This is an optimization exercise on Yosys and OpenROAD, whose aim is small area, not a production implementation.
RTL that was checked went through simulation tests only; none was proved equivalent to the original.
No functional check of the RTL was part of runs 2 and 3.
Power is estimated from default activity; no workload was simulated.

### config.mk
export PLATFORM = sky130hd
export DESIGN_NAME = my_chip
export DESIGN_NICKNAME = my_chip
export VERILOG_FILES = /design/flow/design.v
export SDC_FILE = /design/flow/constraint.sdc
export NUM_CORES = 4
export LEC_CHECK = 0
export CAP_MARGIN = 20
export CORE_MARGIN = 2
export CORE_UTILIZATION = 40
export SLEW_MARGIN = 20
### run.sh
#!/bin/bash
# synth_recipe.tcl (not shown) runs the flow's synth.tcl, then flattens the netlist and writes it again
# the make line also repeats each setting of config.mk as NAME=value (left out here)
make -C /OpenROAD-flow-scripts/flow DESIGN_CONFIG=/design/flow/config.mk WORK_HOME=/design/flow/orfs CLKGATE_MAP_FILE= SYNTH_SCRIPT=/design/flow/synth_recipe.tcl finish
### design.v
`default_nettype none
module Synchronizer
  (input logic async,
   input logic clock,
   output logic sync);
  logic tmp1;
  always_ff @(posedge clock)
    tmp1 <= async;
  always_ff @(posedge clock)
    sync <= tmp1;
endmodule : Synchronizer
`default_nettype none
module my_chip (
    input logic [11:0] io_in,  
    output logic [11:0] io_out,  
    input logic clock,
    input logic reset  
);
    logic [11:0] in_s;
    logic rst;
    genvar g;
    generate
        for (g = 0; g < 12; g = g + 1) begin : sync
            Synchronizer s(.async(io_in[g]), .clock(clock), .sync(in_s[g]));
        end
    endgenerate
    Synchronizer sync_rst(.async(reset), .clock(clock), .sync(rst));
    wire [7:0] din   = in_s[7:0];
    wire       enter = in_s[8];
    wire       sw    = in_s[9];
    wire [1:0] opin  = in_s[11:10];
    logic en_d, pe_d, sw_d;
    wire pe = enter & ~en_d;
    wire ps = sw & ~sw_d;
    always_ff @(posedge clock) begin
        en_d <= enter;
        pe_d <= pe;
        sw_d <= sw;
    end
    logic ph;
    always_ff @(posedge clock)
        if (rst) ph <= 1'b0;
        else     ph <= ~ph;
    logic [4:0] pc;
    logic [1:0] op;
    always_ff @(posedge clock)
        if (rst) pc <= 5'd0;
        else if (pe_d & ~pc[4]) pc <= pc + 5'd1;
    always_ff @(posedge clock)
        if (pe_d & (pc == 5'd15)) op <= opin;
    wire       full = pc[4];
    wire [2:0] wring = pc[3] ? {1'b1, pc[1], pc[0]} : {1'b0, pc[2], pc[1]};
    wire       wslot = pc[3] ? pc[2] : pc[0];
    wire       wgo   = (pe | pe_d) & ~full & (ph ^ wslot);
    logic [63:0] P0, P1;
    generate
        for (g = 0; g < 8; g = g + 1) begin : ring
            always_ff @(posedge clock) begin
                P1[8*g+7:8*g] <= P0[8*g+7:8*g];
                P0[8*g+7:8*g] <= (wgo && wring == g) ? din : P1[8*g+7:8*g];
            end
        end
    endgenerate
    logic f1, fin;
    wire  err = full & (op == 2'b01);
    always_ff @(posedge clock)
        if (rst) begin
            f1  <= 1'b0;
            fin <= 1'b0;
        end else begin
            f1  <= full & ~(op == 2'b01);
            fin <= f1;
        end
    logic [4:0] n;
    always_ff @(posedge clock)
        if (rst) n <= 5'd0;
        else if (ps & fin) n <= n + 5'd1;
    wire [3:0] k = n[4:1] + {3'b0, fin};
    wire [1:0] i = k[3:2];
    wire [1:0] j = k[1:0];
    logic [3:0] X0, X1, Y0, Y1;
    always_comb begin
        case (i)
            2'd0: {X0, X1} = P0[7:0];
            2'd1: {X0, X1} = P0[15:8];
            2'd2: {X0, X1} = P0[23:16];
            default: {X0, X1} = P0[31:24];
        endcase
        case (j)
            2'd0: begin Y0 = P0[39:36]; Y1 = P0[55:52]; end
            2'd1: begin Y0 = P0[35:32]; Y1 = P0[51:48]; end
            2'd2: begin Y0 = P0[47:44]; Y1 = P0[63:60]; end
            default: begin Y0 = P0[43:40]; Y1 = P0[59:56]; end
        endcase
    end
    wire sub = op[1] & op[0];
    wire [3:0] a_el = j[0] ? X1 : X0;
    wire [3:0] b_el = (i[0] ? Y1 : Y0) ^ {4{sub}};
    wire [4:0] addsum = ((ph == j[1]) ? {1'b0, a_el} : 5'd0)
                      + ((ph == i[1]) ? {1'b0, b_el} : 5'd0);
    wire [8:0] mulsum = X0 * Y0 + X1 * Y1;
    wire [8:0] S = op[1] ? {4'd0, addsum} : mulsum;
    logic [8:0] Sp;
    always_ff @(posedge clock)
        Sp <= S;
    wire [9:0] C = S + Sp + {9'd0, sub};
    logic [9:0] R;
    always_ff @(posedge clock)
        if (~fin | (ps & n[0]))
            R <= {C[9:5], C[4] ^ sub, C[3:0]};
    assign io_out[4:0]  = n[0] ? R[4:0] : R[9:5];
    assign io_out[5]    = fin;
    assign io_out[6]    = err;
    assign io_out[10:7] = n[4:1];
    assign io_out[11]   = 1'b0;
endmodule
### constraint.sdc
create_clock -name core_clock -period 10.0 [get_ports {clock}]
set_input_delay 2.0000 -clock core_clock [delete_from_list [all_inputs] [get_ports {clock}]]
set_output_delay 2.0000 -clock core_clock [all_outputs]
set_load 0.01 [all_outputs]
==> impl_metrics.json, run 1 <==
{
  "status": "complete, no violations",
  "dieArea_um2": 19700,
  "ant_nets": 0,
  "peakVddDrop_mv": 0.148,
  "gp_congestion": 0.807,
  "cts-buffers-inserted": 17,
  "final_net_count": 672,
  "drive_gt1_share_pct": 20.8,
  "ios": 26,
  "fmax_ghz": 0.142,
  "cts_resized": 0,
  "clock-skew-final_ns": 0.00933,
  "setup_viol": 0,
  "syn_nets": 648,
  "slew_headroom_pct": 28.2,
  "synth.avg_cell_area_um2": 12.9,
  "htreeDepth": 4,
  "insertion_delay_ns": 0.43,
  "postCtsSetupRepairBufs": 0,
  "p_leak_nw": 3.69,
  "area_growth_syn_to_layout_pct": 14.1,
  "cts.sinks": 191,
  "cts.clk_slew.worst_paths_ns": 0.07,
  "crit_end": "R[9]",
  "r2r_end": "R[9]",
  "crit_start": "n[1]",
  "dp_hpwl_um": 9560,
  "rows": 49,
  "final_hold_viol_count": 0,
  "fin_crit_sh_pct": 70.5,
  "ctsHoldBuffers": 0,
  "drt-initial-drc-count": 162,
  "totalPowerFinal_w": 0.00167,
  "instances_no_fill": 841,
  "drv_slew": 0,
  "end_kind": "flop",
  "dpl_worst_slack_ns": 2.95,
  "routedWlPerCell_um": 15.6,
  "antenna_found_initial": 0,
  "dp.cells": 809,
  "start_kind": "flop",
  "worstPathArrival_ns": 7.24,
  "r2r_start": "n[1]",
  "syn_area_um2": 7430,
  "yosysWarnings": 2,
  "vias": 4081,
  "cp.required_ns": 10.19,
  "synth_cell_types": 43,
  "worst_pin_slew_ns": 1.07,
  "ys_seq_elements": 191,
  "die_h_um": 140,
  "track_usage_pct": 14.2,
  "ff2ff_path_depth": 24,
  "cts_buffer_depth": 2,
  "hold_path.class": "reg -> reg",
  "r2r_setup_slack_ns": 2.95,
  "die_w_um": 140,
  "final_common_cell": "dfxtp_1",
  "drv_cap": 0,
  "drt-total-wl_um": 13100,
  "tns_ns": 0,
  "path_class": "reg -> reg",
  "gr-total-overflow": 0,
  "firstDrtPassIters": 6,
  "period_minus_slack_ns": 7.05,
  "io_buffers": 24,
  "final_cell_mix": "179 x dfxtp_1, 72 x mux2_2, 38 x ha_1, 36 x inv_1, 33 x and2_1",
  "grt_pass1_wl_um": 21800,
  "fin_ws_ns": 2.95,
  "rsz0062_at_grt": "false",
  "post_drt_via_cell_ratio": 4.85,
  "powerDensity_nw_per_um2": 197,
  "initial_utilization_pct": 41.1,
  "cts_tree": "yes",
  "fin_util_pct": 46.9,
  "antenna_cells": 0,
  "path_max_fanout": 12,
  "core-area_um2": 18100,
  "grt_max_degree": 23,
  "grt_pass1_vias": 4214,
  "ys_seq_area_share_pct": 53.1,
  "drc": 0,
  "synth_cells": 575,
  "root_buffer": "clkbuf_16"
}
flip-flops by register name, indices dropped and copies added, names as in the netlist:
signal,count
sync_rst.tmp1,1
fin,1
op,2
sync.s.sync,12
f1,1
sync_rst.sync,1
R,10
sw_d,1
pe_d,1
en_d,1
Sp,9
P1,64
sync.s.tmp1,12
n,5
pc,5
P0,64
ph,1
cells in the mapped netlist:
cell	count	area (um^2)
dfxtp_1	179	3580
xnor2_1	13	114
a211oi_1	3	22.5
xor2_1	10	87.6
nand2b_1	3	18.8
mux2_2	72	811
o211ai_1	1	7.51
o2111ai_1	1	8.76
a22o_1	4	35.0
nor3_1	5	25.0
o21ai_0	7	35.0
nand4_1	3	18.8
buf_6	1	11.3
nand2_1	18	67.6
a31o_2	1	8.76
nand3_1	6	30.0
buf_4	7	52.6
and2_1	33	206
and3_1	1	6.26
fa_1	21	420
o21a_1	6	45.0
xor2_2	1	16.3
nor3_2	1	10.0
or4_1	1	7.51
nor3b_1	1	7.51
nor4bb_1	1	10.0
inv_2	1	3.75
nor2_2	2	12.5
mux2i_1	11	110
ha_1	38	475
buf_2	5	25.0
nand4bb_1	1	11.3
edfxtp_1	12	360
inv_1	36	135
a21o_1	4	30.0
nor2b_1	11	68.8
conb_1	1	3.75
nor4b_1	4	35.0
nor2_1	19	71.3
buf_1	1	3.75
a21oi_1	8	40.0
clkbuf_1	5	18.8
mux4_2	16	360
routing by layer:
metal,GRT usage [%],vias to the layer above,part of all wire [%]
met5,0,-,0
met4,3.99,0,1.3
met3,3.93,15,2.8
met2,23.8,46,49
met1,18.2,2009,47
li1,-,2011,-
critical path, cell delays in order, from the launching register on:
cell and delay, ns:
dfxtp_1 0.35, ha_1 0.23, ha_1 0.22, xnor2_2 0.82, mux4_2 0.67, and2_1 0.20
fa_1 0.50, inv_1 0.05, fa_1 0.47, inv_1 0.05, fa_1 0.53, inv_1 0.05
fa_1 0.58, inv_1 0.06, ha_1 0.28, a21o_1 0.17, a21oi_1 0.23, xnor2_1 0.15
nor2_1 0.07, ha_1 0.38, a21oi_1 0.19, inv_1 0.06, a21oi_1 0.14, nand2_1 0.10
a31o_2 0.25
worst min path at each step:
stage | startpoint | endpoint | slack, ns | depth (start not counted)
after detailed placement | sync[3].s.tmp1 | sync[3].s.sync | 0.31 | 0
after global routing | sync[1].s.tmp1 | sync[1].s.sync | 0.33 | 0
after CTS | sync[1].s.tmp1 | sync[1].s.sync | 0.33 | 0
after global placement | sync[9].s.tmp1 | sync[9].s.sync | 0.31 | 0
after floorplan | sync[0].s.tmp1 | sync[0].s.sync | 0.31 | 0
final | sync[1].s.tmp1 | sync[1].s.sync | 0.33 | 0
layout make-up:
cell class | count | area (um^2)
Clock buffer | 18 | 439
Clock inverter | 14 | 188
Fill cell | 1604 | 9600
Inverter | 37 | 139
Multi-Input combinational cell | 328 | 3250
Sequential cell | 191 | 3940
Tap cell | 229 | 287
Timing Repair Buffer | 24 | 240
power by group:
group | internal [W] | switching [W]
clock | 0.000370 | 0.000327
sequential | 0.000827 | 0.0000244
combinational | 0.0000653 | 0.0000601
total | 0.00126 | 0.000412
metrics by stage:
stage | hold slack [ns] | area, um^2
after global routing | 0.329 | 8480
after detailed placement | 0.314 | 7860
after global placement | 0.311 | 7860
final | 0.327 | 8480
after floorplan | 0.310 | 7430
after CTS | 0.327 | 8480
logic make-up after synthesis:
group | Yosys count | synth area share [%]
AO/OA/AOI/OAI | 35 | 3.13
XOR/XNOR | 24 | 2.93
adder cells (fa/ha/maj) | 59 | 12.1
buffers and inverters | 56 | 3.37
flip-flops | 191 | 53.1
multiplexers | 99 | 17.2
other | 1 | 0.0505
AND/OR/NAND/NOR | 110 | 8.17
==> run 2, diff against run 1 <==
--- a/design.v
+++ b/design.v
@@ -47,3 +47,3 @@
         if (rst) pc <= 5'd0;
-        else if (pe_d & ~pc[4]) pc <= pc + 5'd1;
+        else if (pe_d & ~pc[4] | pc[4] & ~pc[1]) pc <= pc + 5'd1;
     always_ff @(posedge clock)
@@ -63,17 +63,10 @@
     endgenerate
-    logic f1, fin;
     wire  err = full & (op == 2'b01);
-    always_ff @(posedge clock)
-        if (rst) begin
-            f1  <= 1'b0;
-            fin <= 1'b0;
-        end else begin
-            f1  <= full & ~(op == 2'b01);
-            fin <= f1;
-        end
+    wire  fin = pc[4] & pc[1] & ~(op == 2'b01);
     logic [4:0] n;
+    wire  [4:0] np = n + {4'd0, fin};
     always_ff @(posedge clock)
         if (rst) n <= 5'd0;
-        else if (ps & fin) n <= n + 5'd1;
-    wire [3:0] k = n[4:1] + {3'b0, fin};
+        else if (ps) n <= np;
+    wire [3:0] k = np[4:1];
     wire [1:0] i = k[3:2];
@@ -106,7 +99,8 @@
     wire [9:0] C = S + Sp + {9'd0, sub};
-    logic [9:0] R;
+    wire [9:0] Cf = {C[9:5], C[4] ^ sub, C[3:0]};
+    logic [4:0] R;
     always_ff @(posedge clock)
-        if (~fin | (ps & n[0]))
-            R <= {C[9:5], C[4] ^ sub, C[3:0]};
-    assign io_out[4:0]  = n[0] ? R[4:0] : R[9:5];
+        if (~fin | ps)
+            R <= np[0] ? Cf[4:0] : Cf[9:5];
+    assign io_out[4:0]  = R;
     assign io_out[5]    = fin;
--- a/config.mk
+++ b/config.mk
@@ -10,2 +10,3 @@
 export CORE_UTILIZATION = 40
+export CTS_BUF_LIST = sky130_fd_sc_hd__clkbuf_8
 export SLEW_MARGIN = 20
==> run 2 against run 1 <==
Against the previous run: still clean; clock-buffer cell count is 2 higher; worst setup slack worse by 1.1 ns; critical path depth is 2 higher; cell area is 5.4% lower; area after synthesis is 3.4% lower; non-clock buffer count stayed put; fmax is 14% lower; critical path type unchanged.
==> impl_metrics.json, run 2 <==
{
  "cp_top_family": "adder cells",
  "routedWlPerCell_um": 15.9,
  "fin_crit_sh_pct": 82.0,
  "power_switching_w": 0.000341,
  "yosysWarnings": 2,
  "drc": 0,
  "clock-skew-final_ns": 0.0141,
  "root_buffer": "clkbuf_8",
  "synth.avg_cell_area_um2": 12.6,
  "path_max_fanout": 17,
  "ios": 26,
  "instances_no_fill": 834,
  "drt-initial-drc-count": 173,
  "ys_seq_area_share_pct": 52.3,
  "ant_nets": 0,
  "die_w_um": 138,
  "ys.flop_type": "dfxtp_1",
  "pwr-share-clk_pct": 36.0,
  "worst_path_max_delay_cell": "xor2_1",
  "ff2ff_path_depth": 26,
  "rsz0062_at_grt": "false",
  "worstPathArrival_ns": 8.40,
  "powerDensity_nw_per_um2": 177,
  "antenna_found_initial": 0,
  "fin_ws_ns": 1.80,
  "cp_num_buf_inv": 3,
  "peakVddDrop_mv": 0.101,
  "worst_pin_slew_ns": 1.01,
  "dieArea_um2": 19000,
  "synth_cell_types": 47,
  "period_minus_slack_ns": 8.20,
  "hold_end": "sync[1].s.sync",
  "end_kind": "flop",
  "synth_area_leaders": "dfxtp_1 49%, mux2_2 10%, ha_1 6.4%, fa_1 5.9%, mux4_2 5.0%",
  "async_reset_ff_share_pct": 0,
  "antenna_cells": 0,
  "area_growth_syn_to_layout_pct": 11.8,
  "ys_seq_elements": 184,
  "rows": 48,
  "drv_cap": 0,
  "dp_hpwl_um": 9780,
  "synth_top_area_cell": "dfxtp_1",
  "dpl_worst_slack_ns": 1.76,
  "dp.cells": 802,
  "synth_most_common_cell": "dfxtp_1",
  "insertion_delay_ns": 0.46,
  "fmax_ghz": 0.122,
  "fin_util_pct": 46.1,
  "gp_congestion": 0.815,
  "p_comb_share_pct": 8.0,
  "design_area_um2": 8030,
  "ctsHoldBuffers": 0,
  "final_net_count": 668,
  "reg_top3": "P0: 64 flops, P1: 64 flops",
  "r2r_start": "op[1]",
  "synth_top_cells_by_count": "177 x dfxtp_1, 66 x mux2_2, 37 x ha_1",
  "hold_path_depth": 0,
  "hp-start": "sync[1].s.tmp1",
  "synth_edf_count": 7,
  "p_int_w": 0.00108,
  "firstDrtPassIters": 4,
  "p_leak_nw": 3.45,
  "io_buffers": 24,
  "nFillCells": 1588,
  "gr-total-overflow": 0,
  "sequentialPowerShare_pct": 56.1,
  "die_h_um": 138,
  "htreeDepth": 4,
  "final_cell_mix": "177 x dfxtp_1, 66 x mux2_2, 37 x ha_1, 33 x inv_1, 28 x and2_1",
  "hold_path.class": "reg -> reg",
  "swShare_pct": 24.0,
  "max_stage_delay_ns": 0.79,
  "placed_area_um2": 7610,
  "final_hold_viol_count": 0,
  "cts_resized": 0,
  "vias": 4103,
  "start_kind": "flop",
  "slew_headroom_pct": 32.7,
  "final_common_cell": "dfxtp_1",
  "setup_viol": 0,
  "postCtsSetupRepairBufs": 0,
  "drive_gt1_share_pct": 19.0,
  "r2r_setup_slack_ns": 1.80,
  "grt_max_degree": 18,
  "tns_ns": 0,
  "crit_top_cell": "fa_1",
  "syn_area_um2": 7180,
  "grt_pass1_vias": 4229,
  "path_class": "reg -> reg",
  "track_usage_pct": 15.1,
  "r2r_end": "R[2]",
  "grt_pass1_wl_um": 21500,
  "cts_buffer_depth": 2,
  "cp.required_ns": 10.20,
  "core-area_um2": 17400,
  "cts.clk_slew.worst_paths_ns": 0.10,
  "drv_slew": 0,
  "cts.sinks": 184,
  "syn_nets": 642,
  "initial_utilization_pct": 41.2,
  "status": "complete, no violations",
  "netlist.area_leader.share_pct": 49.4,
  "cts-buffers-inserted": 17,
  "drt-total-wl_um": 13200,
  "post_drt_via_cell_ratio": 4.92,
  "cts_tree": "yes",
  "synth_cells": 570
}
==> run 2: cell count changes after synthesis, moves of 4 or more <==
cell and change:
nor2b_1 -5, nand2b_1 +6, mux2_2 -6, nor2_1 +5, a21oi_1 +6, and2_1 -5, edfxtp_1 -5, o21ai_0 +4
inv_1 -5, nand2_1 +6
==> run 2: final cells by class <==
cell class / instances / area (um^2) / area share (%)
clock buffer: 20 / 275 / 3.43
multi-input combinational: 338 / 3220 / 40.1
timing repair buffer: 24 / 240 / 2.99
tap: 225 / 282 / 3.51
clock inverter: 12 / 139 / 1.73
inverter: 31 / 116 / 1.45
sequential: 184 / 3750 / 46.8
==> run 2: per-layer routing <==
| layer | GRT usage (%) | vias to the layer above | share of wire (%) | wire length [um] |
|---|---|---|---|---|
| met3 | 3.11 | 18 | 2.1 | 281 |
| met4 | 6.29 | 0 | 2.0 | 264 |
| met2 | 25.8 | 44 | 50 | 6570 |
| met1 | 18.7 | 2037 | 46 | 6110 |
| met5 | 0 | - | 0 | 0 |
| li1 | - | 2004 | - | - |
==> run 2: power by group through the flow <==
stage                     registers (W)  clock network (W)  logic [W]
after floorplan                0.000804                  0  0.0000860
after global placement         0.000813                  0   0.000111
after detailed placement       0.000815                  0   0.000114
final                          0.000798           0.000512   0.000113
after global routing           0.000803           0.000556   0.000125
after CTS                      0.000799           0.000526   0.000114
==> run 2: cells by family (layout without fill, tap and decap cells) <==
group,count (synthesis),in the layout,share of synthesized area (%)
buffers and inverters,48,87,2.96
AND/OR/NAND/NOR,111,111,8.05
XOR/XNOR,20,20,2.54
multiplexers,91,91,16.6
flip-flops,184,184,52.3
adder cells (fa/ha/maj),58,58,12.3
other,1,1,0.0522
AO/OA/AOI/OAI,57,57,5.16
==> run 2: worst max path at each step <==
stage               startpoint    to  slack (ns)  cells after the start
finish                   op[1]  R[2]        1.80                     26
global route             op[1]  R[2]        1.24                     25
CTS                      op[1]  R[2]        1.78                     25
detailed placement       op[1]  R[2]        1.76                     25
global placement         op[1]  R[2]        2.05                     25
floorplan                op[1]  R[2]        2.83                     27
==> run 2: through the flow <==
stage	total power (W)	hold slack (ns)
after detailed placement	0.000928	0.312
after CTS	0.00144	0.334
after global routing	0.00148	0.343
final	0.00142	0.333
after floorplan	0.000890	0.310
after global placement	0.000924	0.312
==> run 3, diff against run 2 <==
--- a/config.mk
+++ b/config.mk
@@ -11,2 +11,4 @@
 export CTS_BUF_LIST = sky130_fd_sc_hd__clkbuf_8
+export CTS_CLUSTER_DIAMETER = 80
+export CTS_CLUSTER_SIZE = 40
 export SLEW_MARGIN = 20
==> run 3 against run 2 <==
Against the previous run: via count stayed put; routed wire length did not move; largest power group unchanged; worst setup slack did not move; clock power hardly changed; worst hold slack unchanged; power unchanged; largest cell class unchanged; fmax did not move; sequential power about the same; cell count is the same; flip-flop and latch count did not move; sequential share of layout area unchanged.
==> impl_metrics.json, run 3 <==
{
  "drv_slew": 0,
  "grt_max_degree": 18,
  "status": "complete, no violations",
  "synth_top_cells_by_count": "177 x dfxtp_1, 66 x mux2_2, 37 x ha_1",
  "ctsHoldBuffers": 0,
  "hold_path_depth": 0,
  "fmax_ghz": 0.122,
  "core-area_um2": 17400,
  "peakVddDrop_mv": 0.101,
  "synth_most_common_cell": "dfxtp_1",
  "antenna_cells": 0,
  "drv_cap": 0,
  "end_kind": "flop",
  "drc": 0,
  "design_area_um2": 8030,
  "synth_top_area_cell": "dfxtp_1",
  "ys_seq_elements": 184,
  "seqCellArea_um2": 3750,
  "instances_no_fill": 834,
  "antenna_found_initial": 0,
  "cts.clk_slew.worst_paths_ns": 0.10,
  "cts-buffers-inserted": 17,
  "root_buffer": "clkbuf_8",
  "placed_area_um2": 7610,
  "final_common_cell": "dfxtp_1",
  "firstDrtPassIters": 4,
  "synth-compound-area-share_pct": 5.16,
  "r2r_end": "R[2]",
  "fin_crit_sh_pct": 82.0,
  "synth_edf_count": 7,
  "post_drt_via_cell_ratio": 4.92,
  "cp_num_buf_inv": 3,
  "cp.required_ns": 10.20,
  "p_leak_nw": 3.45,
  "grt_pass1_wl_um": 21500,
  "period_minus_slack_ns": 8.20,
  "start_kind": "flop",
  "rows": 48,
  "setup_viol": 0,
  "cts_resized": 0,
  "ff2ff_path_depth": 26,
  "insertion_delay_ns": 0.46,
  "netlist.area_leader.share_pct": 49.4,
  "die_h_um": 138,
  "htreeDepth": 4,
  "ant_nets": 0,
  "r2r_setup_slack_ns": 1.80,
  "yosysWarnings": 2,
  "cts.sinks": 184,
  "gp_congestion": 0.815,
  "initial_utilization_pct": 41.2,
  "cts_tree": "yes",
  "synth_cell_types": 47,
  "ys_seq_area_share_pct": 52.3,
  "rsz0062_at_grt": "false",
  "postCtsSetupRepairBufs": 0,
  "track_usage_pct": 15.1,
  "drive_gt1_share_pct": 19.0,
  "hold_path.class": "reg -> reg",
  "cts_buffer_depth": 2,
  "tns_ns": 0,
  "path_class": "reg -> reg",
  "dp_hpwl_um": 9780,
  "routedWlPerCell_um": 15.9,
  "powerDensity_nw_per_um2": 177,
  "yosys.area_share.simple_pct": 8.05,
  "nFillCells": 1588,
  "final_hold_viol_count": 0,
  "r2r_start": "op[1]",
  "max_stage_delay_ns": 0.79,
  "synth.avg_cell_area_um2": 12.6,
  "dp.cells": 802,
  "async_reset_ff_share_pct": 0,
  "hp-start": "sync[1].s.tmp1",
  "syn_area_um2": 7180,
  "die_w_um": 138,
  "worstPathArrival_ns": 8.40,
  "io_buffers": 24,
  "ys.flop_type": "dfxtp_1",
  "synth_top_family_by_area": "multiplexers",
  "synth_area_leaders": "dfxtp_1 49%, mux2_2 10%, ha_1 6.4%, fa_1 5.9%, mux4_2 5.0%",
  "path_max_fanout": 17,
  "vias": 4103,
  "grt_pass1_vias": 4229,
  "crit_top_cell": "fa_1",
  "cp_top_family": "adder cells",
  "synth-xor-area-share_pct": 2.54,
  "totalPowerFinal_w": 0.00142,
  "area_growth_syn_to_layout_pct": 11.8,
  "clock-skew-final_ns": 0.0141,
  "syn_nets": 642,
  "synth.mux.area_fraction_pct": 16.6,
  "final_net_count": 668,
  "drt-total-wl_um": 13200,
  "hold_end": "sync[1].s.sync",
  "synth_cells": 570,
  "reg_top3": "P0: 64 flops, P1: 64 flops",
  "synth_fa_ha_area_share_pct": 12.3,
  "worst_pin_slew_ns": 1.01,
  "gr-total-overflow": 0,
  "drt-initial-drc-count": 173,
  "multi_input_area_um2": 3220,
  "final_cell_mix": "177 x dfxtp_1, 66 x mux2_2, 37 x ha_1, 33 x inv_1, 28 x and2_1",
  "slew_headroom_pct": 32.7,
  "worst_path_max_delay_cell": "xor2_1",
  "dieArea_um2": 19000,
  "ios": 26
}
[run 3: cell counts after synthesis]
No cell type changed its count.
[run 3: how the worst max path moves through the flow]
stage / startpoint / end / slack [ns] / depth (start not counted)
after global routing: op[1] / R[2] / 1.24 / 25
after floorplan: op[1] / R[2] / 2.83 / 27
after detailed placement: op[1] / R[2] / 1.76 / 25
after global placement: op[1] / R[2] / 2.05 / 25
after CTS: op[1] / R[2] / 1.78 / 25
final: op[1] / R[2] / 1.80 / 26
[run 3: worst register-to-register path, stage by stage, from the launching register on]
cell       delay, ns
edfxtp_1        0.60
nand2b_1        0.27
and3_1          0.23
ha_1            0.21
ha_1            0.24
nand3_1         0.15
xor2_1          0.79
mux4_2          0.47
and2_1          0.20
fa_1            0.54
inv_1           0.05
fa_1            0.46
fa_1            0.54
inv_1           0.05
fa_1            0.56
inv_1           0.06
fa_1            0.46
nor2b_1         0.12
o21ai_0         0.09
a21boi_0        0.34
nor3_1          0.12
ha_1            0.39
a2111oi_0       0.45
o21ai_0         0.20
nand2_1         0.11
xor2_1          0.15
o21ai_0         0.09
[run 3: layout make-up]
cell class,count,share of cell area [%]
clock inverter,12,1.73
timing repair buffer,24,2.99
clock buffer,20,3.43
tap,225,3.51
sequential,184,46.8
inverter,31,1.45
multi-input combinational,338,40.1
[run 3: stage by stage]
step | setup WS (ns) | utilization (%) | hold WS (ns)
2_1_floorplan | 2.83 | - | 0.310
5_1_grt | 1.24 | 46.1 | 0.343
3_5_place_dp | 1.76 | 43.7 | 0.312
4_1_cts | 1.78 | 46.1 | 0.334
6_report | 1.80 | 46.1 | 0.333
3_3_place_gp | 2.05 | 43.7 | 0.312
[run 3: cell families after synthesis]
family,Yosys count
adders and majority gates,58
and+or+nand+nor,111
xor gates and xnor gates,20
DFF,184
buffers and inverters,48
AOI/OAI and AO/OA,57
other,1
muxes,91
[run 3: report_power, final]
part           leakage, nW  internal [W]  total (W)  switching (W)
clock                0.221      0.000247   0.000512       0.000265
combinational         1.70     0.0000576   0.000113      0.0000557
sequential            1.53      0.000777   0.000798      0.0000209
[run 3: metal layers]
metal	track usage [%]	wire [um]
met1	18.7	6110
met2	25.8	6570
met3	3.11	281
met4	6.29	264
met5	0	0

[static timing again, ports no longer ideal]
No port has a modelled driver above. Below, the same layouts with a new extraction and two added sets of constraints.
Step 1 sets driving cells, clkbuf_16 on the clock port and buf_2 on the other inputs (assumed; they add their load-dependent delay and slew).
Step 2 also shifts input and output timing later by t, the mid clock arrival at the registers, as if the neighbouring blocks saw the same clock.
Slacks: ideal / step 1 / step 2; pairs: ideal / step 1.
run | t, ns | setup slack, ns | latest minus earliest clock arrival (ns)
run 1 | 0.464 | 2.947 / 2.947 / 2.947 | 0.010 / 0.010
run 2 | 0.487 | 1.802 / 1.802 / 1.802 | 0.015 / 0.014
run 3 | 0.487 | 1.802 / 1.802 / 1.802 | 0.015 / 0.014
After both steps setup and hold are still met in every run listed.
